Source: an optimization exercise on an open RTL-to-GDS flow (aim: small area and a short achievable clock period). Production flows keep margins and buffers that such runs may drop. Only simulation tests tie the RTL to the original design; equivalence was not proved. Power figures rest on the tool's default switching activity, not on a simulated workload.

$ cat design/flow/flow/run.sh
#!/bin/bash
# Standard synthesis unchanged, then the standard layout steps with other settings.
set -eo pipefail
bash standard.sh synth > synth.log 2>&1
bash standard.sh BUFFER_PORTS_ARGS="-buffer_cell sky130_fd_sc_hd__buf_1" SETUP_SLACK_MARGIN=5.8 CTS_ARGS="-sink_clustering_enable -repair_clock_nets -dont_use_dummy_load -buf_list sky130_fd_sc_hd__clkbuf_2 -sink_clustering_size 5 -sink_clustering_max_diameter 30" finish > layout.log 2>&1
$ cat design/flow/config.mk
export PLATFORM = sky130hd
export DESIGN_NAME = pe_array_top
export DESIGN_NICKNAME = pe_array_top
export VERILOG_FILES = /design/flow/design.v
export SDC_FILE = /design/flow/constraint.sdc
export NUM_CORES = 8
export LEC_CHECK = 0
export CAP_MARGIN = 20
export CORE_MARGIN = 2
export CORE_UTILIZATION = 55
export SLEW_MARGIN = 20
$ cat design/flow/standard.sh
#!/bin/bash
# synth_recipe.tcl (not shown) runs the flow's synth.tcl, then flattens the netlist and writes it again
# the make line also repeats each setting of config.mk as NAME=value (left out here)
make -C /OpenROAD-flow-scripts/flow DESIGN_CONFIG=/design/flow/config.mk WORK_HOME=/design/flow/orfs CLKGATE_MAP_FILE= SYNTH_SCRIPT=/design/flow/synth_recipe.tcl "${@:-finish}"
$ cat design/flow/constraint.sdc
create_clock -name core_clock -period 10.0 [get_ports {clk}]
set_input_delay 2.0000 -clock core_clock [delete_from_list [all_inputs] [get_ports {clk}]]
set_output_delay 2.0000 -clock core_clock [all_outputs]
set_load 0.01 [all_outputs]
$ cat design/flow/design.v
module mac_unit(
	input  logic        clk,
	input  logic [7:0]  neg, one, two,
	input  logic        four7,
	input  logic [15:0] weight,
	input  logic        load_product,
	input  logic        acc_zero,
	input  logic        add,
	input  logic        fold,
	input  logic        relu,
	output logic        zero,           
	input  logic [3:0]  sel,
	input  logic        valid,
	output logic [15:0] output_feature
);
	logic [31:0] acc, acc_in, addend_s, addend_c, sum, product_s, product_c;
	booth_mul mul(.neg(neg), .one(one), .two(two), .four7(four7), .w(weight),
	              .ps(product_s), .pc(product_c));
	assign acc_in = acc_zero ? '0 : acc;
	add3 adder(.a(acc_in), .b(addend_s), .c(addend_c), .s(sum));
	always_ff @(posedge clk) begin
		if (load_product) begin
			addend_s <= product_s;
			addend_c <= product_c;
		end
		if (add)
			acc <= sum;
		if (fold)
			zero <= relu & sum[31];
	end
	always_comb begin
		case (sel)
			4'd0, 4'd1:              output_feature = acc[31:16];
			4'd2, 4'd3, 4'd6, 4'd15: output_feature = acc[30:15];
			4'd4, 4'd5, 4'd12:       output_feature = acc[29:14];
			4'd13:                   output_feature = acc[25:10];
			4'd14:                   output_feature = acc[27:12];
			default:                 output_feature = acc[28:13];
		endcase
		if (!valid) output_feature = '0;
	end
endmodule
module add3(input logic [31:0] a, input logic [31:0] b, input logic [31:0] c,
            output logic [31:0] s);
	logic [31:0] x, y, p, g;
	logic [32:0] cy;
	always_comb begin
		x = a ^ b ^ c;
		y = {(a[30:0] & b[30:0]) | (a[30:0] & c[30:0]) | (b[30:0] & c[30:0]), 1'b0};
		p = x ^ y;
		g = x & y;
		cy[0] = 1'b0;
		for (int k = 0; k < 32; k += 4) begin
			cy[k+1] = g[k] | (p[k] & cy[k]);
			cy[k+2] = g[k+1] | (p[k+1] & g[k]) | (p[k+1] & p[k] & cy[k]);
			cy[k+3] = g[k+2] | (p[k+2] & g[k+1]) | (p[k+2] & p[k+1] & g[k])
			        | (p[k+2] & p[k+1] & p[k] & cy[k]);
			cy[k+4] = g[k+3] | (p[k+3] & g[k+2]) | (p[k+3] & p[k+2] & g[k+1])
			        | (p[k+3] & p[k+2] & p[k+1] & g[k]) | (p[k+3] & p[k+2] & p[k+1] & p[k] & cy[k]);
		end
		s = p ^ cy[31:0];
	end
endmodule
module booth_mul(input [7:0] neg, input [7:0] one, input [7:0] two, input four7, input [15:0] w, output [31:0] ps, output [31:0] pc);
  wire m1;
  assign m1 = (one[0] & w[0]) | (two[0] & 1'b0);
  wire pp2;
  assign pp2 = ~(m1 ^ neg[0]);
  wire m3;
  assign m3 = (one[0] & w[1]) | (two[0] & w[0]);
  wire pp4;
  assign pp4 = ~(m3 ^ neg[0]);
  wire m5;
  assign m5 = (one[0] & w[2]) | (two[0] & w[1]);
  wire pp6;
  assign pp6 = ~(m5 ^ neg[0]);
  wire m7;
  assign m7 = (one[0] & w[3]) | (two[0] & w[2]);
  wire pp8;
  assign pp8 = ~(m7 ^ neg[0]);
  wire m9;
  assign m9 = (one[0] & w[4]) | (two[0] & w[3]);
  wire pp10;
  assign pp10 = ~(m9 ^ neg[0]);
  wire m11;
  assign m11 = (one[0] & w[5]) | (two[0] & w[4]);
  wire pp12;
  assign pp12 = ~(m11 ^ neg[0]);
  wire m13;
  assign m13 = (one[0] & w[6]) | (two[0] & w[5]);
  wire pp14;
  assign pp14 = ~(m13 ^ neg[0]);
  wire m15;
  assign m15 = (one[0] & w[7]) | (two[0] & w[6]);
  wire pp16;
  assign pp16 = ~(m15 ^ neg[0]);
  wire m17;
  assign m17 = (one[0] & w[8]) | (two[0] & w[7]);
  wire pp18;
  assign pp18 = ~(m17 ^ neg[0]);
  wire m19;
  assign m19 = (one[0] & w[9]) | (two[0] & w[8]);
  wire pp20;
  assign pp20 = ~(m19 ^ neg[0]);
  wire m21;
  assign m21 = (one[0] & w[10]) | (two[0] & w[9]);
  wire pp22;
  assign pp22 = ~(m21 ^ neg[0]);
  wire m23;
  assign m23 = (one[0] & w[11]) | (two[0] & w[10]);
  wire pp24;
  assign pp24 = ~(m23 ^ neg[0]);
  wire m25;
  assign m25 = (one[0] & w[12]) | (two[0] & w[11]);
  wire pp26;
  assign pp26 = ~(m25 ^ neg[0]);
  wire m27;
  assign m27 = (one[0] & w[13]) | (two[0] & w[12]);
  wire pp28;
  assign pp28 = ~(m27 ^ neg[0]);
  wire m29;
  assign m29 = (one[0] & w[14]) | (two[0] & w[13]);
  wire pp30;
  assign pp30 = ~(m29 ^ neg[0]);
  wire m31;
  assign m31 = (one[0] & w[15]) | (two[0] & w[14]);
  wire pp32;
  assign pp32 = ~(m31 ^ neg[0]);
  wire m33;
  assign m33 = (one[0] & w[15]) | (two[0] & w[15]);
  wire ps34;
  assign ps34 = (m33 ^ neg[0]);
  wire n35;
  assign n35 = ~neg[0];
  wire m36;
  assign m36 = (one[1] & w[0]) | (two[1] & 1'b0);
  wire pp37;
  assign pp37 = ~(m36 ^ neg[1]);
  wire m38;
  assign m38 = (one[1] & w[1]) | (two[1] & w[0]);
  wire pp39;
  assign pp39 = ~(m38 ^ neg[1]);
  wire m40;
  assign m40 = (one[1] & w[2]) | (two[1] & w[1]);
  wire pp41;
  assign pp41 = ~(m40 ^ neg[1]);
  wire m42;
  assign m42 = (one[1] & w[3]) | (two[1] & w[2]);
  wire pp43;
  assign pp43 = ~(m42 ^ neg[1]);
  wire m44;
  assign m44 = (one[1] & w[4]) | (two[1] & w[3]);
  wire pp45;
  assign pp45 = ~(m44 ^ neg[1]);
  wire m46;
  assign m46 = (one[1] & w[5]) | (two[1] & w[4]);
  wire pp47;
  assign pp47 = ~(m46 ^ neg[1]);
  wire m48;
  assign m48 = (one[1] & w[6]) | (two[1] & w[5]);
  wire pp49;
  assign pp49 = ~(m48 ^ neg[1]);
  wire m50;
  assign m50 = (one[1] & w[7]) | (two[1] & w[6]);
  wire pp51;
  assign pp51 = ~(m50 ^ neg[1]);
  wire m52;
  assign m52 = (one[1] & w[8]) | (two[1] & w[7]);
  wire pp53;
  assign pp53 = ~(m52 ^ neg[1]);
  wire m54;
  assign m54 = (one[1] & w[9]) | (two[1] & w[8]);
  wire pp55;
  assign pp55 = ~(m54 ^ neg[1]);
  wire m56;
  assign m56 = (one[1] & w[10]) | (two[1] & w[9]);
  wire pp57;
  assign pp57 = ~(m56 ^ neg[1]);
  wire m58;
  assign m58 = (one[1] & w[11]) | (two[1] & w[10]);
  wire pp59;
  assign pp59 = ~(m58 ^ neg[1]);
  wire m60;
  assign m60 = (one[1] & w[12]) | (two[1] & w[11]);
  wire pp61;
  assign pp61 = ~(m60 ^ neg[1]);
  wire m62;
  assign m62 = (one[1] & w[13]) | (two[1] & w[12]);
  wire pp63;
  assign pp63 = ~(m62 ^ neg[1]);
  wire m64;
  assign m64 = (one[1] & w[14]) | (two[1] & w[13]);
  wire pp65;
  assign pp65 = ~(m64 ^ neg[1]);
  wire m66;
  assign m66 = (one[1] & w[15]) | (two[1] & w[14]);
  wire pp67;
  assign pp67 = ~(m66 ^ neg[1]);
  wire m68;
  assign m68 = (one[1] & w[15]) | (two[1] & w[15]);
  wire ps69;
  assign ps69 = (m68 ^ neg[1]);
  wire n70;
  assign n70 = ~neg[1];
  wire m71;
  assign m71 = (one[2] & w[0]) | (two[2] & 1'b0);
  wire pp72;
  assign pp72 = ~(m71 ^ neg[2]);
  wire m73;
  assign m73 = (one[2] & w[1]) | (two[2] & w[0]);
  wire pp74;
  assign pp74 = ~(m73 ^ neg[2]);
  wire m75;
  assign m75 = (one[2] & w[2]) | (two[2] & w[1]);
  wire pp76;
  assign pp76 = ~(m75 ^ neg[2]);
  wire m77;
  assign m77 = (one[2] & w[3]) | (two[2] & w[2]);
  wire pp78;
  assign pp78 = ~(m77 ^ neg[2]);
  wire m79;
  assign m79 = (one[2] & w[4]) | (two[2] & w[3]);
  wire pp80;
  assign pp80 = ~(m79 ^ neg[2]);
  wire m81;
  assign m81 = (one[2] & w[5]) | (two[2] & w[4]);
  wire pp82;
  assign pp82 = ~(m81 ^ neg[2]);
  wire m83;
  assign m83 = (one[2] & w[6]) | (two[2] & w[5]);
  wire pp84;
  assign pp84 = ~(m83 ^ neg[2]);
  wire m85;
  assign m85 = (one[2] & w[7]) | (two[2] & w[6]);
  wire pp86;
  assign pp86 = ~(m85 ^ neg[2]);
  wire m87;
  assign m87 = (one[2] & w[8]) | (two[2] & w[7]);
  wire pp88;
  assign pp88 = ~(m87 ^ neg[2]);
  wire m89;
  assign m89 = (one[2] & w[9]) | (two[2] & w[8]);
  wire pp90;
  assign pp90 = ~(m89 ^ neg[2]);
  wire m91;
  assign m91 = (one[2] & w[10]) | (two[2] & w[9]);
  wire pp92;
  assign pp92 = ~(m91 ^ neg[2]);
  wire m93;
  assign m93 = (one[2] & w[11]) | (two[2] & w[10]);
  wire pp94;
  assign pp94 = ~(m93 ^ neg[2]);
  wire m95;
  assign m95 = (one[2] & w[12]) | (two[2] & w[11]);
  wire pp96;
  assign pp96 = ~(m95 ^ neg[2]);
  wire m97;
  assign m97 = (one[2] & w[13]) | (two[2] & w[12]);
  wire pp98;
  assign pp98 = ~(m97 ^ neg[2]);
  wire m99;
  assign m99 = (one[2] & w[14]) | (two[2] & w[13]);
  wire pp100;
  assign pp100 = ~(m99 ^ neg[2]);
  wire m101;
  assign m101 = (one[2] & w[15]) | (two[2] & w[14]);
  wire pp102;
  assign pp102 = ~(m101 ^ neg[2]);
  wire m103;
  assign m103 = (one[2] & w[15]) | (two[2] & w[15]);
  wire ps104;
  assign ps104 = (m103 ^ neg[2]);
  wire n105;
  assign n105 = ~neg[2];
  wire m106;
  assign m106 = (one[3] & w[0]) | (two[3] & 1'b0);
  wire pp107;
  assign pp107 = ~(m106 ^ neg[3]);
  wire m108;
  assign m108 = (one[3] & w[1]) | (two[3] & w[0]);
  wire pp109;
  assign pp109 = ~(m108 ^ neg[3]);
  wire m110;
  assign m110 = (one[3] & w[2]) | (two[3] & w[1]);
  wire pp111;
  assign pp111 = ~(m110 ^ neg[3]);
  wire m112;
  assign m112 = (one[3] & w[3]) | (two[3] & w[2]);
  wire pp113;
  assign pp113 = ~(m112 ^ neg[3]);
  wire m114;
  assign m114 = (one[3] & w[4]) | (two[3] & w[3]);
  wire pp115;
  assign pp115 = ~(m114 ^ neg[3]);
  wire m116;
  assign m116 = (one[3] & w[5]) | (two[3] & w[4]);
  wire pp117;
  assign pp117 = ~(m116 ^ neg[3]);
  wire m118;
  assign m118 = (one[3] & w[6]) | (two[3] & w[5]);
  wire pp119;
  assign pp119 = ~(m118 ^ neg[3]);
  wire m120;
  assign m120 = (one[3] & w[7]) | (two[3] & w[6]);
  wire pp121;
  assign pp121 = ~(m120 ^ neg[3]);
  wire m122;
  assign m122 = (one[3] & w[8]) | (two[3] & w[7]);
  wire pp123;
  assign pp123 = ~(m122 ^ neg[3]);
  wire m124;
  assign m124 = (one[3] & w[9]) | (two[3] & w[8]);
  wire pp125;
  assign pp125 = ~(m124 ^ neg[3]);
  wire m126;
  assign m126 = (one[3] & w[10]) | (two[3] & w[9]);
  wire pp127;
  assign pp127 = ~(m126 ^ neg[3]);
  wire m128;
  assign m128 = (one[3] & w[11]) | (two[3] & w[10]);
  wire pp129;
  assign pp129 = ~(m128 ^ neg[3]);
  wire m130;
  assign m130 = (one[3] & w[12]) | (two[3] & w[11]);
  wire pp131;
  assign pp131 = ~(m130 ^ neg[3]);
  wire m132;
  assign m132 = (one[3] & w[13]) | (two[3] & w[12]);
  wire pp133;
  assign pp133 = ~(m132 ^ neg[3]);
  wire m134;
  assign m134 = (one[3] & w[14]) | (two[3] & w[13]);
  wire pp135;
  assign pp135 = ~(m134 ^ neg[3]);
  wire m136;
  assign m136 = (one[3] & w[15]) | (two[3] & w[14]);
  wire pp137;
  assign pp137 = ~(m136 ^ neg[3]);
  wire m138;
  assign m138 = (one[3] & w[15]) | (two[3] & w[15]);
  wire ps139;
  assign ps139 = (m138 ^ neg[3]);
  wire n140;
  assign n140 = ~neg[3];
  wire m141;
  assign m141 = (one[4] & w[0]) | (two[4] & 1'b0);
  wire pp142;
  assign pp142 = ~(m141 ^ neg[4]);
  wire m143;
  assign m143 = (one[4] & w[1]) | (two[4] & w[0]);
  wire pp144;
  assign pp144 = ~(m143 ^ neg[4]);
  wire m145;
  assign m145 = (one[4] & w[2]) | (two[4] & w[1]);
  wire pp146;
  assign pp146 = ~(m145 ^ neg[4]);
  wire m147;
  assign m147 = (one[4] & w[3]) | (two[4] & w[2]);
  wire pp148;
  assign pp148 = ~(m147 ^ neg[4]);
  wire m149;
  assign m149 = (one[4] & w[4]) | (two[4] & w[3]);
  wire pp150;
  assign pp150 = ~(m149 ^ neg[4]);
  wire m151;
  assign m151 = (one[4] & w[5]) | (two[4] & w[4]);
  wire pp152;
  assign pp152 = ~(m151 ^ neg[4]);
  wire m153;
  assign m153 = (one[4] & w[6]) | (two[4] & w[5]);
  wire pp154;
  assign pp154 = ~(m153 ^ neg[4]);
  wire m155;
  assign m155 = (one[4] & w[7]) | (two[4] & w[6]);
  wire pp156;
  assign pp156 = ~(m155 ^ neg[4]);
  wire m157;
  assign m157 = (one[4] & w[8]) | (two[4] & w[7]);
  wire pp158;
  assign pp158 = ~(m157 ^ neg[4]);
  wire m159;
  assign m159 = (one[4] & w[9]) | (two[4] & w[8]);
  wire pp160;
  assign pp160 = ~(m159 ^ neg[4]);
  wire m161;
  assign m161 = (one[4] & w[10]) | (two[4] & w[9]);
  wire pp162;
  assign pp162 = ~(m161 ^ neg[4]);
  wire m163;
  assign m163 = (one[4] & w[11]) | (two[4] & w[10]);
  wire pp164;
  assign pp164 = ~(m163 ^ neg[4]);
  wire m165;
  assign m165 = (one[4] & w[12]) | (two[4] & w[11]);
  wire pp166;
  assign pp166 = ~(m165 ^ neg[4]);
  wire m167;
  assign m167 = (one[4] & w[13]) | (two[4] & w[12]);
  wire pp168;
  assign pp168 = ~(m167 ^ neg[4]);
  wire m169;
  assign m169 = (one[4] & w[14]) | (two[4] & w[13]);
  wire pp170;
  assign pp170 = ~(m169 ^ neg[4]);
  wire m171;
  assign m171 = (one[4] & w[15]) | (two[4] & w[14]);
  wire pp172;
  assign pp172 = ~(m171 ^ neg[4]);
  wire m173;
  assign m173 = (one[4] & w[15]) | (two[4] & w[15]);
  wire ps174;
  assign ps174 = (m173 ^ neg[4]);
  wire n175;
  assign n175 = ~neg[4];
  wire m176;
  assign m176 = (one[5] & w[0]) | (two[5] & 1'b0);
  wire pp177;
  assign pp177 = ~(m176 ^ neg[5]);
  wire m178;
  assign m178 = (one[5] & w[1]) | (two[5] & w[0]);
  wire pp179;
  assign pp179 = ~(m178 ^ neg[5]);
  wire m180;
  assign m180 = (one[5] & w[2]) | (two[5] & w[1]);
  wire pp181;
  assign pp181 = ~(m180 ^ neg[5]);
  wire m182;
  assign m182 = (one[5] & w[3]) | (two[5] & w[2]);
  wire pp183;
  assign pp183 = ~(m182 ^ neg[5]);
  wire m184;
  assign m184 = (one[5] & w[4]) | (two[5] & w[3]);
  wire pp185;
  assign pp185 = ~(m184 ^ neg[5]);
  wire m186;
  assign m186 = (one[5] & w[5]) | (two[5] & w[4]);
  wire pp187;
  assign pp187 = ~(m186 ^ neg[5]);
  wire m188;
  assign m188 = (one[5] & w[6]) | (two[5] & w[5]);
  wire pp189;
  assign pp189 = ~(m188 ^ neg[5]);
  wire m190;
  assign m190 = (one[5] & w[7]) | (two[5] & w[6]);
  wire pp191;
  assign pp191 = ~(m190 ^ neg[5]);
  wire m192;
  assign m192 = (one[5] & w[8]) | (two[5] & w[7]);
  wire pp193;
  assign pp193 = ~(m192 ^ neg[5]);
  wire m194;
  assign m194 = (one[5] & w[9]) | (two[5] & w[8]);
  wire pp195;
  assign pp195 = ~(m194 ^ neg[5]);
  wire m196;
  assign m196 = (one[5] & w[10]) | (two[5] & w[9]);
  wire pp197;
  assign pp197 = ~(m196 ^ neg[5]);
  wire m198;
  assign m198 = (one[5] & w[11]) | (two[5] & w[10]);
  wire pp199;
  assign pp199 = ~(m198 ^ neg[5]);
  wire m200;
  assign m200 = (one[5] & w[12]) | (two[5] & w[11]);
  wire pp201;
  assign pp201 = ~(m200 ^ neg[5]);
  wire m202;
  assign m202 = (one[5] & w[13]) | (two[5] & w[12]);
  wire pp203;
  assign pp203 = ~(m202 ^ neg[5]);
  wire m204;
  assign m204 = (one[5] & w[14]) | (two[5] & w[13]);
  wire pp205;
  assign pp205 = ~(m204 ^ neg[5]);
  wire m206;
  assign m206 = (one[5] & w[15]) | (two[5] & w[14]);
  wire pp207;
  assign pp207 = ~(m206 ^ neg[5]);
  wire m208;
  assign m208 = (one[5] & w[15]) | (two[5] & w[15]);
  wire ps209;
  assign ps209 = (m208 ^ neg[5]);
  wire n210;
  assign n210 = ~neg[5];
  wire m211;
  assign m211 = (one[6] & w[0]) | (two[6] & 1'b0);
  wire pp212;
  assign pp212 = ~(m211 ^ neg[6]);
  wire m213;
  assign m213 = (one[6] & w[1]) | (two[6] & w[0]);
  wire pp214;
  assign pp214 = ~(m213 ^ neg[6]);
  wire m215;
  assign m215 = (one[6] & w[2]) | (two[6] & w[1]);
  wire pp216;
  assign pp216 = ~(m215 ^ neg[6]);
  wire m217;
  assign m217 = (one[6] & w[3]) | (two[6] & w[2]);
  wire pp218;
  assign pp218 = ~(m217 ^ neg[6]);
  wire m219;
  assign m219 = (one[6] & w[4]) | (two[6] & w[3]);
  wire pp220;
  assign pp220 = ~(m219 ^ neg[6]);
  wire m221;
  assign m221 = (one[6] & w[5]) | (two[6] & w[4]);
  wire pp222;
  assign pp222 = ~(m221 ^ neg[6]);
  wire m223;
  assign m223 = (one[6] & w[6]) | (two[6] & w[5]);
  wire pp224;
  assign pp224 = ~(m223 ^ neg[6]);
  wire m225;
  assign m225 = (one[6] & w[7]) | (two[6] & w[6]);
  wire pp226;
  assign pp226 = ~(m225 ^ neg[6]);
  wire m227;
  assign m227 = (one[6] & w[8]) | (two[6] & w[7]);
  wire pp228;
  assign pp228 = ~(m227 ^ neg[6]);
  wire m229;
  assign m229 = (one[6] & w[9]) | (two[6] & w[8]);
  wire pp230;
  assign pp230 = ~(m229 ^ neg[6]);
  wire m231;
  assign m231 = (one[6] & w[10]) | (two[6] & w[9]);
  wire pp232;
  assign pp232 = ~(m231 ^ neg[6]);
  wire m233;
  assign m233 = (one[6] & w[11]) | (two[6] & w[10]);
  wire pp234;
  assign pp234 = ~(m233 ^ neg[6]);
  wire m235;
  assign m235 = (one[6] & w[12]) | (two[6] & w[11]);
  wire pp236;
  assign pp236 = ~(m235 ^ neg[6]);
  wire m237;
  assign m237 = (one[6] & w[13]) | (two[6] & w[12]);
  wire pp238;
  assign pp238 = ~(m237 ^ neg[6]);
  wire m239;
  assign m239 = (one[6] & w[14]) | (two[6] & w[13]);
  wire pp240;
  assign pp240 = ~(m239 ^ neg[6]);
  wire m241;
  assign m241 = (one[6] & w[15]) | (two[6] & w[14]);
  wire pp242;
  assign pp242 = ~(m241 ^ neg[6]);
  wire m243;
  assign m243 = (one[6] & w[15]) | (two[6] & w[15]);
  wire ps244;
  assign ps244 = (m243 ^ neg[6]);
  wire n245;
  assign n245 = ~neg[6];
  wire m246;
  assign m246 = (one[7] & w[0]) | (two[7] & 1'b0) | (four7 & 1'b0);
  wire pp247;
  assign pp247 = ~(m246 ^ neg[7]);
  wire m248;
  assign m248 = (one[7] & w[1]) | (two[7] & w[0]) | (four7 & 1'b0);
  wire pp249;
  assign pp249 = ~(m248 ^ neg[7]);
  wire m250;
  assign m250 = (one[7] & w[2]) | (two[7] & w[1]) | (four7 & w[0]);
  wire pp251;
  assign pp251 = ~(m250 ^ neg[7]);
  wire m252;
  assign m252 = (one[7] & w[3]) | (two[7] & w[2]) | (four7 & w[1]);
  wire pp253;
  assign pp253 = ~(m252 ^ neg[7]);
  wire m254;
  assign m254 = (one[7] & w[4]) | (two[7] & w[3]) | (four7 & w[2]);
  wire pp255;
  assign pp255 = ~(m254 ^ neg[7]);
  wire m256;
  assign m256 = (one[7] & w[5]) | (two[7] & w[4]) | (four7 & w[3]);
  wire pp257;
  assign pp257 = ~(m256 ^ neg[7]);
  wire m258;
  assign m258 = (one[7] & w[6]) | (two[7] & w[5]) | (four7 & w[4]);
  wire pp259;
  assign pp259 = ~(m258 ^ neg[7]);
  wire m260;
  assign m260 = (one[7] & w[7]) | (two[7] & w[6]) | (four7 & w[5]);
  wire pp261;
  assign pp261 = ~(m260 ^ neg[7]);
  wire m262;
  assign m262 = (one[7] & w[8]) | (two[7] & w[7]) | (four7 & w[6]);
  wire pp263;
  assign pp263 = ~(m262 ^ neg[7]);
  wire m264;
  assign m264 = (one[7] & w[9]) | (two[7] & w[8]) | (four7 & w[7]);
  wire pp265;
  assign pp265 = ~(m264 ^ neg[7]);
  wire m266;
  assign m266 = (one[7] & w[10]) | (two[7] & w[9]) | (four7 & w[8]);
  wire pp267;
  assign pp267 = ~(m266 ^ neg[7]);
  wire m268;
  assign m268 = (one[7] & w[11]) | (two[7] & w[10]) | (four7 & w[9]);
  wire pp269;
  assign pp269 = ~(m268 ^ neg[7]);
  wire m270;
  assign m270 = (one[7] & w[12]) | (two[7] & w[11]) | (four7 & w[10]);
  wire pp271;
  assign pp271 = ~(m270 ^ neg[7]);
  wire m272;
  assign m272 = (one[7] & w[13]) | (two[7] & w[12]) | (four7 & w[11]);
  wire pp273;
  assign pp273 = ~(m272 ^ neg[7]);
  wire m274;
  assign m274 = (one[7] & w[14]) | (two[7] & w[13]) | (four7 & w[12]);
  wire pp275;
  assign pp275 = ~(m274 ^ neg[7]);
  wire m276;
  assign m276 = (one[7] & w[15]) | (two[7] & w[14]) | (four7 & w[13]);
  wire pp277;
  assign pp277 = ~(m276 ^ neg[7]);
  wire m278;
  assign m278 = (one[7] & w[15]) | (two[7] & w[15]) | (four7 & w[14]);
  wire pp279;
  assign pp279 = ~(m278 ^ neg[7]);
  wire m280;
  assign m280 = (one[7] & w[15]) | (two[7] & w[15]) | (four7 & w[15]);
  wire pp281;
  assign pp281 = ~(m280 ^ neg[7]);
  wire n282;
  assign n282 = ~neg[7];
  wire s283;
  wire c284;
  assign s283 = ~(pp22 ^ pp53);
  assign c284 = pp22 | pp53;
  wire s285;
  wire c286;
  assign s285 = ~(pp24 ^ pp55);
  assign c286 = pp24 | pp55;
  wire s287;
  wire c288;
  assign {c288, s287} = pp26 + pp57 + pp88;
  wire s289;
  wire c290;
  assign s289 = ~(pp119 ^ pp150);
  assign c290 = pp119 | pp150;
  wire s291;
  wire c292;
  assign {c292, s291} = pp28 + pp59 + pp90;
  wire s293;
  wire c294;
  assign s293 = ~(pp121 ^ pp152);
  assign c294 = pp121 | pp152;
  wire s295;
  wire c296;
  assign {c296, s295} = pp30 + pp61 + pp92;
  wire s297;
  wire c298;
  assign {c298, s297} = pp123 + pp154 + pp185;
  wire s299;
  wire c300;
  assign s299 = ~(pp216 ^ pp247);
  assign c300 = pp216 | pp247;
  wire s301;
  wire c302;
  assign {c302, s301} = pp32 + pp63 + pp94;
  wire s303;
  wire c304;
  assign {c304, s303} = pp125 + pp156 + pp187;
  wire s305;
  wire c306;
  assign s305 = ~(pp218 ^ pp249);
  assign c306 = pp218 | pp249;
  wire s307;
  wire c308;
  assign {c308, s307} = ps34 + pp65 + pp96;
  wire s309;
  wire c310;
  assign {c310, s309} = pp127 + pp158 + pp189;
  wire s311;
  wire c312;
  assign {c312, s311} = pp220 + pp251 + 1'b0;
  wire s313;
  wire c314;
  assign {c314, s313} = pp67 + pp98 + pp129;
  wire s315;
  wire c316;
  assign {c316, s315} = pp160 + pp191 + pp222;
  wire s317;
  wire c318;
  assign s317 = ~(pp253 ^ 1'b0);
  assign c318 = pp253 | 1'b0;
  wire s319;
  wire c320;
  assign {c320, s319} = ps69 + pp100 + pp131;
  wire s321;
  wire c322;
  assign {c322, s321} = pp162 + pp193 + pp224;
  wire s323;
  wire c324;
  assign {c324, s323} = pp102 + pp133 + pp164;
  wire s325;
  wire c326;
  assign s325 = ~(pp195 ^ pp226);
  assign c326 = pp195 | pp226;
  wire s327;
  wire c328;
  assign {c328, s327} = ps104 + pp135 + pp166;
  wire s329;
  wire c330;
  assign s329 = ~(pp137 ^ pp168);
  assign c330 = pp137 | pp168;
  wire s331;
  wire c332;
  assign s331 = ~(pp14 ^ pp45);
  assign c332 = pp14 | pp45;
  wire s333;
  wire c334;
  assign s333 = ~(pp16 ^ pp47);
  assign c334 = pp16 | pp47;
  wire s335;
  wire c336;
  assign {c336, s335} = pp18 + pp49 + pp80;
  wire s337;
  wire c338;
  assign s337 = ~(pp111 ^ pp142);
  assign c338 = pp111 | pp142;
  wire s339;
  wire c340;
  assign {c340, s339} = pp20 + pp51 + pp82;
  wire s341;
  wire c342;
  assign s341 = ~(pp113 ^ pp144);
  assign c342 = pp113 | pp144;
  wire s343;
  wire c344;
  assign {c344, s343} = s283 + pp84 + pp115;
  wire s345;
  wire c346;
  assign {c346, s345} = pp146 + pp177 + n210;
  wire s347;
  wire c348;
  assign {c348, s347} = c284 + s285 + pp86;
  wire s349;
  wire c350;
  assign {c350, s349} = pp117 + pp148 + pp179;
  wire s351;
  wire c352;
  assign {c352, s351} = c286 + s287 + s289;
  wire s353;
  wire c354;
  assign {c354, s353} = pp181 + pp212 + n245;
  wire s355;
  wire c356;
  assign {c356, s355} = c288 + c290 + s291;
  wire s357;
  wire c358;
  assign {c358, s357} = s293 + pp183 + pp214;
  wire s359;
  wire c360;
  assign {c360, s359} = c292 + c294 + s295;
  wire s361;
  wire c362;
  assign {c362, s361} = s297 + s299 + n282;
  wire s363;
  wire c364;
  assign {c364, s363} = c296 + c298 + c300;
  wire s365;
  wire c366;
  assign {c366, s365} = s301 + s303 + s305;
  wire s367;
  wire c368;
  assign {c368, s367} = c302 + c304 + c306;
  wire s369;
  wire c370;
  assign {c370, s369} = s307 + s309 + s311;
  wire s371;
  wire c372;
  assign {c372, s371} = c308 + c310 + c312;
  wire s373;
  wire c374;
  assign {c374, s373} = s313 + s315 + s317;
  wire s375;
  wire c376;
  assign {c376, s375} = c314 + c316 + c318;
  wire s377;
  wire c378;
  assign {c378, s377} = s319 + s321 + pp255;
  wire s379;
  wire c380;
  assign {c380, s379} = c320 + c322 + s323;
  wire s381;
  wire c382;
  assign {c382, s381} = s325 + pp257 + 1'b0;
  wire s383;
  wire c384;
  assign {c384, s383} = c324 + c326 + s327;
  wire s385;
  wire c386;
  assign {c386, s385} = pp197 + pp228 + pp259;
  wire s387;
  wire c388;
  assign {c388, s387} = c328 + s329 + pp199;
  wire s389;
  wire c390;
  assign {c390, s389} = pp230 + pp261 + 1'b0;
  wire s391;
  wire c392;
  assign {c392, s391} = c330 + ps139 + pp170;
  wire s393;
  wire c394;
  assign {c394, s393} = pp201 + pp232 + pp263;
  wire s395;
  wire c396;
  assign {c396, s395} = pp172 + pp203 + pp234;
  wire s397;
  wire c398;
  assign s397 = ~(pp265 ^ 1'b0);
  assign c398 = pp265 | 1'b0;
  wire s399;
  wire c400;
  assign {c400, s399} = ps174 + pp205 + pp236;
  wire s401;
  wire c402;
  assign s401 = ~(pp207 ^ pp238);
  assign c402 = pp207 | pp238;
  wire s403;
  wire c404;
  assign s403 = ~(pp10 ^ pp41);
  assign c404 = pp10 | pp41;
  wire s405;
  wire c406;
  assign s405 = ~(pp12 ^ pp43);
  assign c406 = pp12 | pp43;
  wire s407;
  wire c408;
  assign {c408, s407} = s331 + pp76 + pp107;
  wire s409;
  wire c410;
  assign {c410, s409} = c332 + s333 + pp78;
  wire s411;
  wire c412;
  assign {c412, s411} = c334 + s335 + s337;
  wire s413;
  wire c414;
  assign {c414, s413} = c336 + c338 + s339;
  wire s415;
  wire c416;
  assign {c416, s415} = c340 + c342 + s343;
  wire s417;
  wire c418;
  assign {c418, s417} = c344 + c346 + s347;
  wire s419;
  wire c420;
  assign {c420, s419} = c348 + c350 + s351;
  wire s421;
  wire c422;
  assign {c422, s421} = c352 + c354 + s355;
  wire s423;
  wire c424;
  assign {c424, s423} = c356 + c358 + s359;
  wire s425;
  wire c426;
  assign {c426, s425} = c360 + c362 + s363;
  wire s427;
  wire c428;
  assign {c428, s427} = c364 + c366 + s367;
  wire s429;
  wire c430;
  assign {c430, s429} = c368 + c370 + s371;
  wire s431;
  wire c432;
  assign {c432, s431} = c372 + c374 + s375;
  wire s433;
  wire c434;
  assign {c434, s433} = c376 + c378 + s379;
  wire s435;
  wire c436;
  assign {c436, s435} = c380 + c382 + s383;
  wire s437;
  wire c438;
  assign {c438, s437} = c384 + c386 + s387;
  wire s439;
  wire c440;
  assign {c440, s439} = c388 + c390 + s391;
  wire s441;
  wire c442;
  assign {c442, s441} = c392 + c394 + s395;
  wire s443;
  wire c444;
  assign {c444, s443} = c396 + c398 + s399;
  wire s445;
  wire c446;
  assign {c446, s445} = c400 + s401 + pp269;
  wire s447;
  wire c448;
  assign {c448, s447} = c402 + ps209 + pp240;
  wire s449;
  wire c450;
  assign s449 = ~(pp242 ^ pp273);
  assign c450 = pp242 | pp273;
  wire s451;
  wire c452;
  assign s451 = ~(pp6 ^ pp37);
  assign c452 = pp6 | pp37;
  wire s453;
  wire c454;
  assign s453 = ~(pp8 ^ pp39);
  assign c454 = pp8 | pp39;
  wire s455;
  wire c456;
  assign {c456, s455} = s403 + pp72 + n105;
  wire s457;
  wire c458;
  assign {c458, s457} = c404 + s405 + pp74;
  wire s459;
  wire c460;
  assign {c460, s459} = c406 + s407 + n140;
  wire s461;
  wire c462;
  assign {c462, s461} = c408 + s409 + pp109;
  wire s463;
  wire c464;
  assign {c464, s463} = c410 + s411 + n175;
  wire s465;
  wire c466;
  assign {c466, s465} = c412 + s413 + s341;
  wire s467;
  wire c468;
  assign {c468, s467} = c414 + s415 + s345;
  wire s469;
  wire c470;
  assign {c470, s469} = c416 + s417 + s349;
  wire s471;
  wire c472;
  assign {c472, s471} = c418 + s419 + s353;
  wire s473;
  wire c474;
  assign {c474, s473} = c420 + s421 + s357;
  wire s475;
  wire c476;
  assign {c476, s475} = c422 + s423 + s361;
  wire s477;
  wire c478;
  assign {c478, s477} = c424 + s425 + s365;
  wire s479;
  wire c480;
  assign {c480, s479} = c426 + s427 + s369;
  wire s481;
  wire c482;
  assign {c482, s481} = c428 + s429 + s373;
  wire s483;
  wire c484;
  assign {c484, s483} = c430 + s431 + s377;
  wire s485;
  wire c486;
  assign {c486, s485} = c432 + s433 + s381;
  wire s487;
  wire c488;
  assign {c488, s487} = c434 + s435 + s385;
  wire s489;
  wire c490;
  assign {c490, s489} = c436 + s437 + s389;
  wire s491;
  wire c492;
  assign {c492, s491} = c438 + s439 + s393;
  wire s493;
  wire c494;
  assign {c494, s493} = c440 + s441 + s397;
  wire s495;
  wire c496;
  assign {c496, s495} = c442 + s443 + pp267;
  wire s497;
  wire c498;
  assign {c498, s497} = c444 + s445 + 1'b0;
  wire s499;
  wire c500;
  assign {c500, s499} = c446 + s447 + pp271;
  wire s501;
  wire c502;
  assign {c502, s501} = c448 + s449 + 1'b0;
  wire s503;
  wire c504;
  assign {c504, s503} = c450 + ps244 + pp275;
  wire s505;
  wire c506;
  assign s505 = ~(pp277 ^ 1'b0);
  assign c506 = pp277 | 1'b0;
  wire s507;
  wire c508;
  assign s507 = ~(pp279 ^ 1'b0);
  assign c508 = pp279 | 1'b0;
  wire s509;
  wire c510;
  assign s509 = ~(pp281 ^ 1'b0);
  assign c510 = pp281 | 1'b0;
  assign ps = {~c508, ~c506, ~c504, ~c502, ~c500, ~c498, ~c496, ~c494, ~c492, ~c490, ~c488, ~c486, ~c484, ~c482, ~c480, ~c478, ~c476, ~c474, ~c472, ~c470, ~c468, ~c466, ~c464, ~c462, ~c460, ~c458, ~c456, ~c454, ~c452, ~s451, ~pp4, ~pp2};
  assign pc = {~s509, ~s507, ~s505, ~s503, ~s501, ~s499, ~s497, ~s495, ~s493, ~s491, ~s489, ~s487, ~s485, ~s483, ~s481, ~s479, ~s477, ~s475, ~s473, ~s471, ~s469, ~s467, ~s465, ~s463, ~s461, ~s459, ~s457, ~s455, ~s453, ~n70, ~1'b1, ~n35};
endmodule
module pe_array #(parameter NPE = 4)(
	input  logic              clk,
	input  logic              rst_n_pe,
	input  logic              weight_valid,
	input  logic              feature_valid,
	input  logic [15:0]       feature_in,      
	input  logic [NPE*16-1:0] weight_in,       
	input  logic [3:0]        conv_num,
	input  logic              capture,         
	output logic [NPE*16-1:0] output_feature,  
	input  logic              relu_en,
	input  logic              partial_en
);
	localparam logic [1:0] IDLE = 2'd0, BIAS = 2'd1, FOLD = 2'd2, OUT = 2'd3;
	logic [1:0] state;
	logic [3:0] conv_prev, conv_cap;
	logic       relu_prev, keep_prev;
	logic       acc_zero, have;
	logic       mac_step, bias_step, bias_load, load_product, add, fold;
	logic [NPE-1:0] zero, valid_cap;
	logic [7:0] neg, one, two;
	logic       four7;
	logic [7:0] f_neg, f_one, f_two, b_one, b_two;
	logic       b_four7, keep;
	logic [NPE*16-1:0] weight;
	assign mac_step     = (state == IDLE) & feature_valid & weight_valid;
	assign bias_step    = (state == IDLE) & ~feature_valid & weight_valid;
	assign bias_load    = bias_step & rst_n_pe;
	assign load_product = mac_step | (state == BIAS && !keep_prev);
	assign add          = (mac_step | bias_step) & have;
	assign fold         = (state == FOLD) & have;
	booth_enc enc(.f(feature_in), .neg(f_neg), .one(f_one), .two(f_two));
	always_comb begin
		logic [4:0] sh;
		logic       zero_bias;
		keep = 1'b0;
		zero_bias = 1'b0;
		sh = 5'd0;
		if (partial_en) begin
			case (conv_num)
				4'd0, 4'd1:                     sh = 5'd16;
				4'd2, 4'd3, 4'd6:               sh = 5'd15;
				4'd4, 4'd5, 4'd12:              sh = 5'd14;
				4'd7, 4'd8, 4'd9, 4'd10, 4'd11: sh = 5'd13;
				default:                        keep = 1'b1;
			endcase
		end else begin
			case (conv_num)
				4'd0, 4'd12:                    sh = 5'd9;
				4'd1:                           sh = 5'd6;
				4'd2, 4'd10:                    sh = 5'd3;
				4'd3, 4'd9:                     sh = 5'd2;
				4'd4, 4'd5, 4'd6, 4'd8:         sh = 5'd1;
				4'd7:                           zero_bias = 1'b1;
				4'd11:                          sh = 5'd4;
				default:                        sh = 5'd0;
			endcase
		end
		for (int j = 0; j < 8; j++) begin
			b_one[j] = ~zero_bias & ~keep & (sh == 5'(2 * j));
			b_two[j] = ~zero_bias & ~keep & (sh == 5'(2 * j + 1));
		end
		b_four7 = ~keep & (sh == 5'd16);
	end
	always_ff @(posedge clk) begin
		conv_prev <= conv_num;
		relu_prev <= relu_en;
		keep_prev <= keep;
		if (capture) begin
			conv_cap  <= conv_prev;
			valid_cap <= {NPE{state == OUT && !acc_zero}} & ~zero;
		end
		if (bias_load) begin
			neg <= '0; one <= b_one; two <= b_two; four7 <= b_four7;
		end else begin
			neg <= f_neg; one <= f_one; two <= f_two; four7 <= 1'b0;
			weight <= weight_in;
		end
		if (!rst_n_pe) begin
			state    <= IDLE;
			acc_zero <= 1'b1;
			have     <= 1'b0;
		end else begin
			case (state)
				IDLE: if (bias_step) state <= BIAS;
				BIAS: state <= FOLD;
				default: state <= OUT;
			endcase
			if (load_product) have <= 1'b1;
			if (add || fold) acc_zero <= 1'b0;
		end
	end
	for (genvar i = 0; i < NPE; i++) begin : mac
		mac_unit u(
			.clk(clk),
			.neg(neg), .one(one), .two(two), .four7(four7),
			.weight(weight[i*16 +: 16]),
			.load_product(load_product),
			.acc_zero(acc_zero),
			.add(add | fold),
			.fold(state == FOLD),
			.relu(relu_prev & have),
			.zero(zero[i]),
			.sel(conv_cap),
			.valid(valid_cap[i]),
			.output_feature(output_feature[i*16 +: 16])
		);
	end
endmodule
module booth_enc(input logic [15:0] f, output logic [7:0] neg, output logic [7:0] one,
                 output logic [7:0] two);
	logic [16:0] fx;
	assign fx = {f, 1'b0};
	always_comb
		for (int j = 0; j < 8; j++) begin
			neg[j] = fx[2*j+2] & ~(fx[2*j+1] & fx[2*j]);
			one[j] = fx[2*j+1] ^ fx[2*j];
			two[j] = (fx[2*j+2] & ~fx[2*j+1] & ~fx[2*j]) | (~fx[2*j+2] & fx[2*j+1] & fx[2*j]);
		end
endmodule
module onchip_read_master_weight #(parameter NPE = 4)(
	input  logic        clk,
	input  logic        rst_n,
	output logic [16:0] addr_read,
	output logic [NPE*2-1:0] byteenable,
	output logic        read,
	input  logic        wait_request,
	input  logic        readdatavalid,
	output logic        chipselect,
	input  logic [16:0] addr_read_input,
	input  logic        read_en_input,
	output logic        data_valid,
	output logic        readdatavalid_out
);
	logic state;         
	logic read_en_reg;
	logic xfer;
	assign byteenable = {(NPE*2){1'b1}};
	assign readdatavalid_out = readdatavalid;
	assign xfer = readdatavalid & ~wait_request;
	always_ff @(posedge clk) begin
		if (rst_n) addr_read <= addr_read_input;
	end
	always_ff @(posedge clk) begin
		if (!rst_n) begin
			state       <= 1'b0;
			data_valid  <= 1'b0;
			read        <= 1'b0;
			chipselect  <= 1'b0;
			read_en_reg <= 1'b0;
		end else begin
			read_en_reg <= read_en_input;
			data_valid  <= state & xfer;
			chipselect  <= read_en_reg & (~state | xfer);
			if (!state && read_en_reg) read <= 1'b1;
			if (!state) state <= read_en_reg;
			else if (xfer && !read_en_reg) state <= 1'b0;
		end
	end
endmodule
module onchip_read_master_input(
	input  logic        clk,
	input  logic        rst_n,
	output logic [16:0] addr_read,
	output logic [1:0]  byteenable,
	output logic        read,
	input  logic        wait_request,
	input  logic        readdatavalid,
	output logic        chipselect,
	input  logic [16:0] addr_read_input,
	input  logic        read_en_input,
	output logic        data_valid,
	output logic        readdatavalid_out
);
	logic state;         
	logic read_en_reg;
	logic xfer;
	assign byteenable = 2'b11;
	assign readdatavalid_out = readdatavalid;
	assign xfer = readdatavalid & ~wait_request;
	always_ff @(posedge clk) begin
		if (rst_n) addr_read <= addr_read_input;
	end
	always_ff @(posedge clk) begin
		if (!rst_n) begin
			state       <= 1'b0;
			data_valid  <= 1'b0;
			read        <= 1'b0;
			chipselect  <= 1'b0;
			read_en_reg <= 1'b0;
		end else begin
			read_en_reg <= read_en_input;
			data_valid  <= state & xfer;
			chipselect  <= read_en_reg & (~state | xfer);
			if (!state && read_en_reg) read <= 1'b1;
			if (!state) state <= read_en_reg;
			else if (xfer && !read_en_reg) state <= 1'b0;
		end
	end
endmodule
module p1024_to_s16 #(parameter NPE = 4)(
	input  logic              clk,
	input  logic              rst_n,
	input  logic [NPE*16-1:0] datain_pe,
	input  logic              input_en_control,
	output logic              capture,
	input  logic [14:0]       addr_in_control,
	input  logic              pool_en,
	input  logic              output_en,
	output logic [15:0]       writedata_output,
	output logic [14:0]       address_output,
	output logic              write_output,
	input  logic              waitrequest_output,
	output logic [1:0]        byteenable_output,
	output logic              chipselect
);
	localparam logic [2:0] IDLE = 3'd0, POOL_INIT = 3'd1, POOL = 3'd2, OUT0 = 3'd3;
	localparam logic [2:0] OUTN = OUT0 + NPE;
	logic [2:0]  state;
	logic [NPE*16-1:0] buffer_out_n;    
	logic [14:0] address_output_in;
	assign byteenable_output = 2'b11;
	assign write_output = 1'b1;
	assign chipselect = 1'b0;
	assign capture = (state == IDLE) & input_en_control;
	function automatic logic greater(input logic [15:0] x, input logic [15:0] y);
		logic [15:0] a, b, g, e;
		a = {~x[15], x[14:0]};
		b = {~y[15], y[14:0]};
		g = a & ~b;
		e = ~(a ^ b);
		for (int w = 1; w < 16; w = w * 2)
			for (int i = 0; i < 16; i += 2 * w) begin
				g[i] = g[i + w] | (e[i + w] & g[i]);
				e[i] = e[i + w] & e[i];
			end
		greater = g[0];
	endfunction
	always_ff @(posedge clk) begin
		if (capture)
			address_output_in <= addr_in_control;
		else if (state >= OUT0 && state != OUTN && output_en && !waitrequest_output)
			address_output_in <= address_output_in + 15'd2;
	end
	always_ff @(posedge clk) begin
		if (!rst_n) begin
			state <= IDLE;
			buffer_out_n <= '1;
			address_output <= '0;
			writedata_output <= '0;
		end else begin
			case (state)
				IDLE: if (input_en_control) state <= POOL_INIT;
				POOL_INIT: state <= POOL;
				POOL: begin
					for (int k = 0; k < NPE; k++)
						if (!pool_en || greater(datain_pe[k*16 +: 16], ~buffer_out_n[k*16 +: 16]))
							buffer_out_n[k*16 +: 16] <= ~datain_pe[k*16 +: 16];
					state <= OUT0;
				end
				default: begin
					if (!output_en)
						state <= IDLE;
					else if (!waitrequest_output) begin
						if (state == OUTN)
							state <= IDLE;
						else begin
							address_output   <= address_output_in;
							writedata_output <= ~buffer_out_n[15:0];
							buffer_out_n     <= {16'hffff, buffer_out_n[NPE*16-1:16]};
							state            <= state + 3'd1;
						end
					end
				end
			endcase
		end
	end
endmodule
module pe_array_top #(parameter NPE = 4)
                   (input logic clk,
                    input logic rst_n,
                    input logic rst_n_pe,
                    input logic [3:0] conv_num,
                    input logic partial_en_control,
                    input logic [NPE*16-1:0]data_readw_weight,
                    input logic [15:0]data_readi_input,
                    output logic [15:0]data_write_output,
                    output logic [16:0]addr_readi_input,
                    output logic [16:0]addr_readw_weight,
                    output logic [14:0]addr_write_output,
                    output logic [1:0]byteenable_readi_input,
                    output logic [NPE*2-1:0]byteenable_readw_weight,
		            output logic [1:0]byteenable_write_output,
                    input logic [16:0]addr_readi_control,
                    input logic [16:0]addr_readw_control,
                    input logic [14:0]addr_write_control,
                    input logic pool_en_control,
                    input logic relu_en_control,
                    input logic output_en_control,
		            input logic waitrequest_output,
		            input logic waitrequest_input,
		            input logic waitrequest_weight,
                    input logic en_write_control,
                    input logic en_readi_control,
                    input logic en_readw_control,
                    input logic readdatavalid_input,
                    input logic readdatavalid_weight,
                    output logic write_output,
                    output logic read_readw_weight,
                    output logic read_readi_input,
                    output logic chipselect_input,
                    output logic chipselect_weight,
                    output logic chipselect_output,
                    output logic readdatavalid_out_input,
                    output logic readdatavalid_out_weight
                    );
logic[NPE*16-1:0]data_write_pe;
logic data_valid_readi_pe;
logic data_valid_readw_pe;
logic capture;
p1024_to_s16 #(.NPE(NPE)) pts(.clk(clk),
			 	.rst_n(rst_n),
				.datain_pe(data_write_pe),
				.input_en_control(en_write_control),
				.capture(capture),
				.addr_in_control(addr_write_control),
				.writedata_output(data_write_output),
				.address_output(addr_write_output),
				.write_output(write_output),
				.waitrequest_output(waitrequest_output),
				.byteenable_output(byteenable_write_output),
				.chipselect(chipselect_output),
				.pool_en(pool_en_control),
				.output_en(output_en_control)
                );
onchip_read_master_weight #(.NPE(NPE)) master_to_weight_bias(.clk(clk),
                                         .addr_read(addr_readw_weight),
                                         .byteenable(byteenable_readw_weight),
                                         .read(read_readw_weight),
					                     .wait_request(waitrequest_weight),
                                         .addr_read_input(addr_readw_control),
                                         .read_en_input(en_readw_control),
                                         .rst_n(rst_n),
                                         .readdatavalid(readdatavalid_weight),
                                         .data_valid(data_valid_readw_pe),
                                         .chipselect(chipselect_weight),
                                         .readdatavalid_out(readdatavalid_out_weight)
                                         );
onchip_read_master_input master_to_input(.clk(clk),
                                   .addr_read(addr_readi_input),
                                   .byteenable(byteenable_readi_input),
                                   .read(read_readi_input),
				   				   .wait_request(waitrequest_input),
                                   .addr_read_input(addr_readi_control),
                                   .read_en_input(en_readi_control),
                                   .rst_n(rst_n),
                                   .readdatavalid(readdatavalid_input),
                                   .data_valid(data_valid_readi_pe),
                                   .chipselect(chipselect_input),
                                   .readdatavalid_out(readdatavalid_out_input)
                                   );
pe_array #(.NPE(NPE)) array(.clk(clk),
               .rst_n_pe(rst_n_pe),
               .feature_valid(data_valid_readi_pe),
	       	   .weight_valid(data_valid_readw_pe),
               .feature_in(data_readi_input),
               .conv_num(conv_num),
               .capture(capture),
               .output_feature(data_write_pe),
               .weight_in(data_readw_weight),
               .relu_en(relu_en_control),
               .partial_en(partial_en_control));
endmodule 
==> results of run 1 <==
-- synth_stat cells, types with 12 or more instances --
master and count:
sky130_fd_sc_hd__inv_1 560, sky130_fd_sc_hd__buf_1 64, sky130_fd_sc_hd__xor2_1 304, sky130_fd_sc_hd__nor3b_1 12
sky130_fd_sc_hd__nand3_1 36, sky130_fd_sc_hd__o21a_1 18, sky130_fd_sc_hd__nor2b_1 108, sky130_fd_sc_hd__a22oi_1 508
sky130_fd_sc_hd__nor2_1 94, sky130_fd_sc_hd__nand2_1 379, sky130_fd_sc_hd__xnor2_1 351, sky130_fd_sc_hd__buf_4 17
sky130_fd_sc_hd__a21oi_1 104, sky130_fd_sc_hd__edfxtp_1 499, sky130_fd_sc_hd__nor3_1 12, sky130_fd_sc_hd__a222oi_1 117
sky130_fd_sc_hd__nand4_1 19, sky130_fd_sc_hd__a21boi_0 20, sky130_fd_sc_hd__o211a_1 19, sky130_fd_sc_hd__clkbuf_1 362
sky130_fd_sc_hd__a21o_1 54, sky130_fd_sc_hd__nand2b_1 15, sky130_fd_sc_hd__dfxtp_1 143, sky130_fd_sc_hd__mux2_2 12
sky130_fd_sc_hd__fa_1 484, sky130_fd_sc_hd__mux2i_1 17, sky130_fd_sc_hd__o211ai_1 44, sky130_fd_sc_hd__a31oi_1 66
sky130_fd_sc_hd__o2111ai_1 15, sky130_fd_sc_hd__o21ai_0 116, sky130_fd_sc_hd__ha_1 293, sky130_fd_sc_hd__a211oi_1 14
-- area by class of cell --
type,count,area share
Timing Repair Buffer,327,0.0365
Sequential cell,642,0.318
Inverter,561,0.0377
Antenna cell,7,0.000311
Tap cell,1265,0.0281
Multi-Input combinational cell,3369,0.563
Clock buffer,179,0.0159
-- cells by family after synthesis --
kind of cell    count (synthesis)  synth area share
xor+xnor                      655             0.108
buf+inv                      1013            0.0734
flops                         642             0.336
mux                            29           0.00575
compound gates               1161             0.161
simple gates                  730            0.0640
other cells                     2          0.000141
fa+ha+maj                     777             0.251
-- path summary, 6_finish.rpt --
kind | from | end | slack, ns | cells after the start
min reg2reg | master_to_weight_bias.read_en_reg | master_to_weight_bias.chipselect | 0.44 | 2
max reg2reg | array.neg[3] | array.mac[1].u.addend_c[20] | 5.91 | 9
max | readdatavalid_weight | readdatavalid_out_weight | 5.80 | 2
min | master_to_weight_bias.read_en_reg | master_to_weight_bias.chipselect | 0.44 | 2
-- per-layer routing --
metal / vias to the layer above / GRT usage / wire length, um
li1: 17500 / - / -
met1: 19200 / 0.444 / 65700
met2: 2106 / 0.461 / 67500
met3: 345 / 0.0682 / 15500
met4: 6 / 0.116 / 5140
met5: - / 0 / 41
-- report_power, final --
group          switching, uW  leakage, uW  total [uW]  internal, uW
Sequential               448      0.00584        4250          3800
Clock                    982     0.000744        1440           463
Combinational           3750       0.0165        6590          2840
Total                   5180       0.0231       12300          7100
-- cell usage in the layout (no fill, tap or decap), types with 16 or more instances in the layout --
master                       n
sky130_fd_sc_hd__ha_1      292
sky130_fd_sc_hd__dfxtp_1   114
sky130_fd_sc_hd__nor2_1     91
sky130_fd_sc_hd__fa_1      484
sky130_fd_sc_hd__a21boi_0   20
sky130_fd_sc_hd__a21oi_1    99
sky130_fd_sc_hd__xnor2_1   351
sky130_fd_sc_hd__nand4_1    19
sky130_fd_sc_hd__a222oi_1  117
sky130_fd_sc_hd__buf_4      67
sky130_fd_sc_hd__a21o_1     53
sky130_fd_sc_hd__o21ai_0   114
sky130_fd_sc_hd__o211a_1    18
sky130_fd_sc_hd__clkbuf_2  180
sky130_fd_sc_hd__a31oi_1    62
sky130_fd_sc_hd__buf_6      25
sky130_fd_sc_hd__o21a_1     17
sky130_fd_sc_hd__nand2_1   379
sky130_fd_sc_hd__dfxtp_2    16
sky130_fd_sc_hd__mux2i_1    17
sky130_fd_sc_hd__xor2_1    304
sky130_fd_sc_hd__nand3_1    36
sky130_fd_sc_hd__inv_1     557
sky130_fd_sc_hd__a22oi_1   504
sky130_fd_sc_hd__edfxtp_1  499
sky130_fd_sc_hd__nor2b_1   106
sky130_fd_sc_hd__o211ai_1   44
sky130_fd_sc_hd__buf_1     205
-- per-stage QoR --
stage	instances	total power, uW	setup slack [ns]	hold WS, ns
after floorplan	5021	8710	5.37	0.386
final	6350	12300	5.80	0.437
after global placement	6111	10500	5.26	0.431
after detailed placement	6111	10700	5.15	0.435
after global routing	6348	13400	5.73	0.471
after CTS	6314	12200	5.75	0.435
-- timing repair --
action,in CTS,in global routing
endpoints found under the hold margin,0,0
endpoints found under the setup margin,158,93
buffers inserted,18,24
resized for setup,58,58
pin swaps,10,13
cloned,6,5
==> flow_summary.html, run 1 <==
<table>
<tr><th>Metric</th><th>Value</th></tr>
<tr><th colspan="2">Cells and area</th></tr>
<tr><td>Final net count</td><td>6005</td></tr>
<tr><td>Final standard cell utilization of the core</td><td>0.591</td></tr>
<tr><td>Total area of sequential cells</td><td>17900 sq um</td></tr>
<tr><td>Footprint of the multi-input gates</td><td>31700 sq um</td></tr>
<tr><td>Proportion of layout cells with a drive suffix above 1</td><td>0.0809</td></tr>
<tr><td>Fin area</td><td>about 56000 sq um</td></tr>
<tr><td>Signed area change from the synthesized netlist to the final layout</td><td>5.96%</td></tr>
<tr><td>Filler cell count</td><td>slightly above 8000</td></tr>
<tr><td>Largest regs</td><td>array.mac.u.acc (128), array.mac.u.addend_s (128), array.mac.u.addend_c (118)</td></tr>
<tr><th colspan="2">Floorplanning</th></tr>
<tr><td>Top-Level Pins</td><td>233</td></tr>
<tr><td>Starting density of the core</td><td>0.557</td></tr>
<tr><td>Total number of placement rows</td><td>around 110</td></tr>
<tr><td>Horizontal extent of the die</td><td>315 um</td></tr>
<tr><td>DIE AREA</td><td>roughly 99000 sq um</td></tr>
<tr><td>Die Y</td><td>315 um</td></tr>
<tr><td>Placeable core region</td><td>95300 sq um</td></tr>
<tr><th colspan="2">STA</th></tr>
<tr><td>Endpoints failing setup</td><td>0</td></tr>
<tr><td>Period Utilization, post-route</td><td>0.420</td></tr>
<tr><td>Setup repair after global routing missed its margin</td><td>true</td></tr>
<tr><td>Minimum clock period after layout</td><td>4.20 ns</td></tr>
<tr><td>Final count of pins violating max slew</td><td>0</td></tr>
<tr><td>Fmax</td><td>about 0.24 GHz</td></tr>
<tr><td>Total Neg Setup Slack</td><td>0 ns</td></tr>
<tr><td>Count of endpoints failing hold in the final timing report</td><td>0</td></tr>
<tr><td>Maximum clock skew at final layout</td><td>0.261 ns</td></tr>
<tr><td>Slew at the pin closest to its max-slew limit</td><td>roughly 1.1 ns</td></tr>
<tr><td>Max-slew headroom</td><td>0.272</td></tr>
<tr><th colspan="2">Worst setup path</th></tr>
<tr><td>Crit-path slowest cell</td><td>sky130_fd_sc_hd__buf_6</td></tr>
<tr><td>Most used cell, CP</td><td>sky130_fd_sc_hd__buf_6</td></tr>
<tr><td>Worst path top cell family by delay</td><td>buffers and inverters</td></tr>
<tr><td>Crit path required time</td><td>8.00 ns</td></tr>
<tr><td>Critical path fanouts, max</td><td>2</td></tr>
<tr><td>Count of buffering cells on the critical path with inverters included</td><td>2</td></tr>
<tr><td>Arrival time reported for the critical path endpoint</td><td>2.20 ns</td></tr>
<tr><td>Chain of cells forming the critical path</td><td>buf_6 &gt; buf_6</td></tr>
<tr><td>Delay of the slowest cell on the worst path</td><td>0.11 ns</td></tr>
<tr><td>Classification of the worst setup path</td><td>primary input to output port</td></tr>
<tr><td>Kind of end point of the critical path</td><td>output port</td></tr>
<tr><td>Kind of launch point of the worst setup path</td><td>primary input</td></tr>
<tr><th colspan="2">Synth</th></tr>
<tr><td>Post-synth top flop</td><td>sky130_fd_sc_hd__edfxtp_1</td></tr>
<tr><td>Fraction of post-synthesis cell area in the top cell type by area</td><td>0.282</td></tr>
<tr><td>Sequential fraction of the synthesis area</td><td>0.336</td></tr>
<tr><td>Post-synth top area cell</td><td>sky130_fd_sc_hd__edfxtp_1</td></tr>
<tr><td>Synth async-reset ratio</td><td>0</td></tr>
<tr><td>Warning count from the yosys run</td><td>7</td></tr>
<tr><td>EDFF count, synth</td><td>499</td></tr>
<tr><td>Top cells by area in the synthesized netlist</td><td>sky130_fd_sc_hd__edfxtp_1, sky130_fd_sc_hd__fa_1, sky130_fd_sc_hd__a22oi_1</td></tr>
<tr><td>Synth Instances</td><td>5009</td></tr>
<tr><td>Avg Inst Size Synth</td><td>about 11 sq um</td></tr>
<tr><td>Area of the mapped netlist</td><td>53100 sq um</td></tr>
<tr><td>Count of state elements after synthesis</td><td>642</td></tr>
<tr><td>Count of unique library cells instantiated by Yosys</td><td>79</td></tr>
<tr><th colspan="2">Routing</th></tr>
<tr><td>Residual DRC count</td><td>0</td></tr>
<tr><td>Antenna Violating Nets Remaining</td><td>0</td></tr>
<tr><td>Detailed-route wire length per cell</td><td>~24 um</td></tr>
<tr><td>Via count</td><td>39200</td></tr>
<tr><td>Via count normalized by instance count</td><td>6.18</td></tr>
<tr><td>Wire length reported by the detailed router</td><td>154 mm</td></tr>
<tr><td>Iteration count of the initial detailed-routing pass</td><td>13</td></tr>
<tr><td>Drt initial violations</td><td>5294</td></tr>
<tr><th colspan="2">Global route</th></tr>
<tr><td>Overall Global Routing Usage</td><td>0.310</td></tr>
<tr><td>Grt total ovfl</td><td>0</td></tr>
<tr><td>First-pass GRT wire length</td><td>235 mm</td></tr>
<tr><td>Number of antenna violations at the first check in global routing</td><td>7</td></tr>
<tr><td>Vias in the first global route</td><td>approximately 39000</td></tr>
<tr><td>Pin count of the biggest net entering global routing</td><td>83</td></tr>
<tr><th colspan="2">Place</th></tr>
<tr><td>Port Buffer Count</td><td>between 200 and 250</td></tr>
<tr><td>Post-placement cell area</td><td>54300 sq um</td></tr>
<tr><td>Final weighted congestion in routability-driven placement</td><td>roughly 0.87</td></tr>
<tr><td>Detailed-placement wirelength estimate</td><td>103 mm</td></tr>
<tr><th colspan="2">Clock network</th></tr>
<tr><td>Hold-fix buffer count after cts</td><td>0</td></tr>
<tr><td>Clock Latency Late Sink</td><td>1.55 ns</td></tr>
<tr><td>TritonCTS sink count</td><td>642</td></tr>
<tr><td>Cell chosen for the clock root</td><td>sky130_fd_sc_hd__clkbuf_2</td></tr>
<tr><td>Clock tree from TritonCTS</td><td>done</td></tr>
<tr><td>Clock transition time at the flip-flop clock pins of the worst setup and hold paths</td><td>0.09 ns</td></tr>
<tr><td>CTS Buf Count</td><td>between 150 and 200</td></tr>
<tr><td># H-tree levels</td><td>4</td></tr>
<tr><td>Clock buffer depth</td><td>3</td></tr>
<tr><th colspan="2">Outcome</th></tr>
<tr><td>Result of the run</td><td>complete, no violations</td></tr>
<tr><th colspan="2">Power and ir drop</th></tr>
<tr><td>Lkg Pwr</td><td>0.0231 uW</td></tr>
<tr><td>Worst vdd ir</td><td>0.122 mV</td></tr>
<tr><td>PD cells</td><td>218 nW/um^2</td></tr>
<tr><th colspan="2">Flow run</th></tr>
<tr><td>MaxCap Viol Count</td><td>0</td></tr>
<tr><th colspan="2">Worst hold path</th></tr>
<tr><td>Path class of the lowest-slack min-delay path</td><td>register to register</td></tr>
</table>
==> run 2: changes to the inputs <==
==> design/flow/flow/run.sh (replaced) <==
#!/bin/bash
# Standard synthesis unchanged, then the standard layout steps with other settings.
set -eo pipefail
bash standard.sh synth > synth.log 2>&1
bash standard.sh BUFFER_PORTS_ARGS="-buffer_cell sky130_fd_sc_hd__buf_1" SETUP_SLACK_MARGIN=5.8 CTS_ARGS="-sink_clustering_enable -repair_clock_nets -dont_use_dummy_load -buf_list sky130_fd_sc_hd__clkbuf_4 -sink_clustering_size 10 -sink_clustering_max_diameter 50" finish > layout.log 2>&1
==> flow_summary.html, run 2 <==
<table>
<tr><th>Metric</th><th>Value</th></tr>
<tr><th colspan="2">Outcome</th></tr>
<tr><td>Result of the run</td><td>complete, no violations (unchanged)</td></tr>
<tr><th colspan="2">STA</th></tr>
<tr><td>Final count of pins violating max slew</td><td>0 (unchanged)</td></tr>
<tr><td>Slew at the pin closest to its max-slew limit</td><td>1.10 ns (was 1.09 ns)</td></tr>
<tr><td>Fmax</td><td>0.238 GHz (about the same)</td></tr>
<tr><th colspan="2">Place</th></tr>
<tr><td>Final weighted congestion in routability-driven placement</td><td>0.868 (unchanged)</td></tr>
<tr><td>Detailed-placement wirelength estimate</td><td>103 mm (unchanged)</td></tr>
<tr><td>Port Buffer Count</td><td>218 (unchanged)</td></tr>
<tr><th colspan="2">Synth</th></tr>
<tr><td>Most frequently used cell type in the post-synthesis netlist</td><td>sky130_fd_sc_hd__inv_1 (unchanged)</td></tr>
<tr><td>Area of the mapped netlist</td><td>53100 sq um (unchanged)</td></tr>
<tr><td>Basic-gate share of the synthesized area counting and, or, nand and nor cells</td><td>0.0640 (unchanged)</td></tr>
<tr><td>Avg Inst Size Synth</td><td>10.6 sq um (unchanged)</td></tr>
<tr><td>Synthesized-area fraction occupied by ao, oa, aoi and oai cells</td><td>0.161 (unchanged)</td></tr>
<tr><td>Fraction of post-synthesis cell area in the top cell type by area</td><td>0.282 (unchanged)</td></tr>
<tr><td>Synth Instances</td><td>5009 (unchanged)</td></tr>
<tr><td>Count of state elements after synthesis</td><td>642 (unchanged)</td></tr>
<tr><th colspan="2">Floorplanning</th></tr>
<tr><td>Top-Level Pins</td><td>233 (unchanged)</td></tr>
<tr><td>Starting density of the core</td><td>0.557 (unchanged)</td></tr>
<tr><td>Total number of placement rows</td><td>113 (unchanged)</td></tr>
<tr><td>DIE AREA</td><td>99100 sq um (unchanged)</td></tr>
<tr><th colspan="2">Cells and area</th></tr>
<tr><td>Commonest non-fill, non-tap cell in the layout</td><td>sky130_fd_sc_hd__inv_1 (unchanged)</td></tr>
<tr><td>Signed area change from the synthesized netlist to the final layout</td><td>5.32% (was 5.96%)</td></tr>
<tr><td>Most frequent cells in the layout</td><td>sky130_fd_sc_hd__inv_1, sky130_fd_sc_hd__a22oi_1, sky130_fd_sc_hd__edfxtp_1, sky130_fd_sc_hd__fa_1, sky130_fd_sc_hd__nand2_1 (unchanged)</td></tr>
<tr><td>Proportion of layout cells with a drive suffix above 1</td><td>0.0624 (was 0.0809)</td></tr>
<tr><th colspan="2">Power and ir drop</th></tr>
<tr><td>Total Power Consumption</td><td>12100 uW (was 12300 uW)</td></tr>
<tr><th colspan="2">Clock network</th></tr>
<tr><td>Clock buffer depth</td><td>3 (unchanged)</td></tr>
<tr><td>Clock Latency Late Sink</td><td>1.03 ns (was 1.55 ns)</td></tr>
<tr><td>TritonCTS sink count</td><td>642 (unchanged)</td></tr>
<tr><td>Cell chosen for the clock root</td><td>sky130_fd_sc_hd__clkbuf_4 (was sky130_fd_sc_hd__clkbuf_2)</td></tr>
<tr><td>Clock transition time at the flip-flop clock pins of the worst setup and hold paths</td><td>0.10 ns (was 0.09 ns)</td></tr>
<tr><th colspan="2">Worst setup path</th></tr>
<tr><td>Classification of the worst setup path</td><td>primary input to output port (unchanged)</td></tr>
<tr><td>Crit path required time</td><td>8.00 ns (about the same)</td></tr>
<tr><th colspan="2">Global route</th></tr>
<tr><td>Number of antenna violations at the first check in global routing</td><td>4 (was 7)</td></tr>
<tr><th colspan="2">Routing</th></tr>
<tr><td>Iteration count of the initial detailed-routing pass</td><td>14 (was 13)</td></tr>
<tr><td>Residual DRC count</td><td>0 (unchanged)</td></tr>
</table>
run 2: final cells by class:
cell class / count / area [sq um] / share of cell area
flip-flops and latches: 642 / 17900 / 0.320
inverters: 561 / 2120 / 0.0379
clock buffers: 96 / 721 / 0.0129
multi-input cells: 3368 / 31700 / 0.566
well taps: 1265 / 1580 / 0.0283
repair buffers: 320 / 1920 / 0.0344
diodes: 5 / 12.5 / 0.000224
run 2: logic make-up after synthesis:
family	count (synthesis)
fa+ha+maj	777
xor+xnor	655
buf+inv	1013
flops	642
compound gates	1161
simple gates	730
mux	29
other cells	2
run 2: power groups by stage:
stage	Sequential [uW]	Clock (uW)	Combinational, uW
2_1_floorplan	4040	0	4670
3_3_place_gp	4310	0	6200
3_5_place_dp	4310	0	6350
4_1_cts	4240	1390	6410
5_1_grt	4290	1490	7460
6_report	4250	1340	6560
run 2: path summary, 6_finish.rpt:
kind / startpoint / end / slack [ns] / cells after the start
worst max-delay path: readdatavalid_weight / readdatavalid_out_weight / 5.80 / 2
worst min-delay path: master_to_input.read_en_reg / master_to_input.chipselect / 0.45 / 2
worst max register to register: array.one[4] / array.mac[3].u.addend_c[19] / 5.90 / 8
worst min register to register: master_to_input.read_en_reg / master_to_input.chipselect / 0.45 / 2
run 2: timing repair:
action                                 CTS  global route
endpoints found under the hold margin    0             0
pin swaps                                6            15
gates cloned                             3             6
resized for setup                       40            64
setup buffers                           14            22
setup endpoints to repair              149            97
run 2: stage by stage:
stage	hold slack, ns	std cells	util
after global placement	0.431	6111	0.570
after CTS	0.442	6224	0.581
after floorplan	0.386	5021	-
after detailed placement	0.435	6111	0.570
final	0.453	6257	0.587
after global routing	0.497	6256	0.587
run 2: routing by layer:
metal | global-route usage | vias to the layer above | part of all wire
li1 | - | 17300 | -
met1 | 0.447 | 19000 | 0.43
met3 | 0.0598 | 308 | 0.095
met4 | 0.104 | 2 | 0.034
met5 | 0 | - | 0.000085
met2 | 0.458 | 2065 | 0.44

[afterwards: timing with drivers on the ports]
In the flow no input, the clock included, has a driving cell. The finished layouts below were timed again as built, in two steps. Step 1 sets driving cells, clkbuf_16 on the clock port and buf_2 on the other inputs (assumed; they add their load-dependent delay and slew). Step 2 times the ports against the registers' clock, not the clock port: input delays grow and output delays shrink by t, the midpoint of the rising clock arrivals with the driver on. Three values: ideal ports, drivers, drivers and shift; two values: the first two.
run | shift t [ns] | setup WS [ns]
run 1 | 1.481 | 5.799 / 5.766 / 5.595
run 2 | 1.036 | 5.799 / 5.766 / 5.571
After both steps every run listed still meets setup and hold.
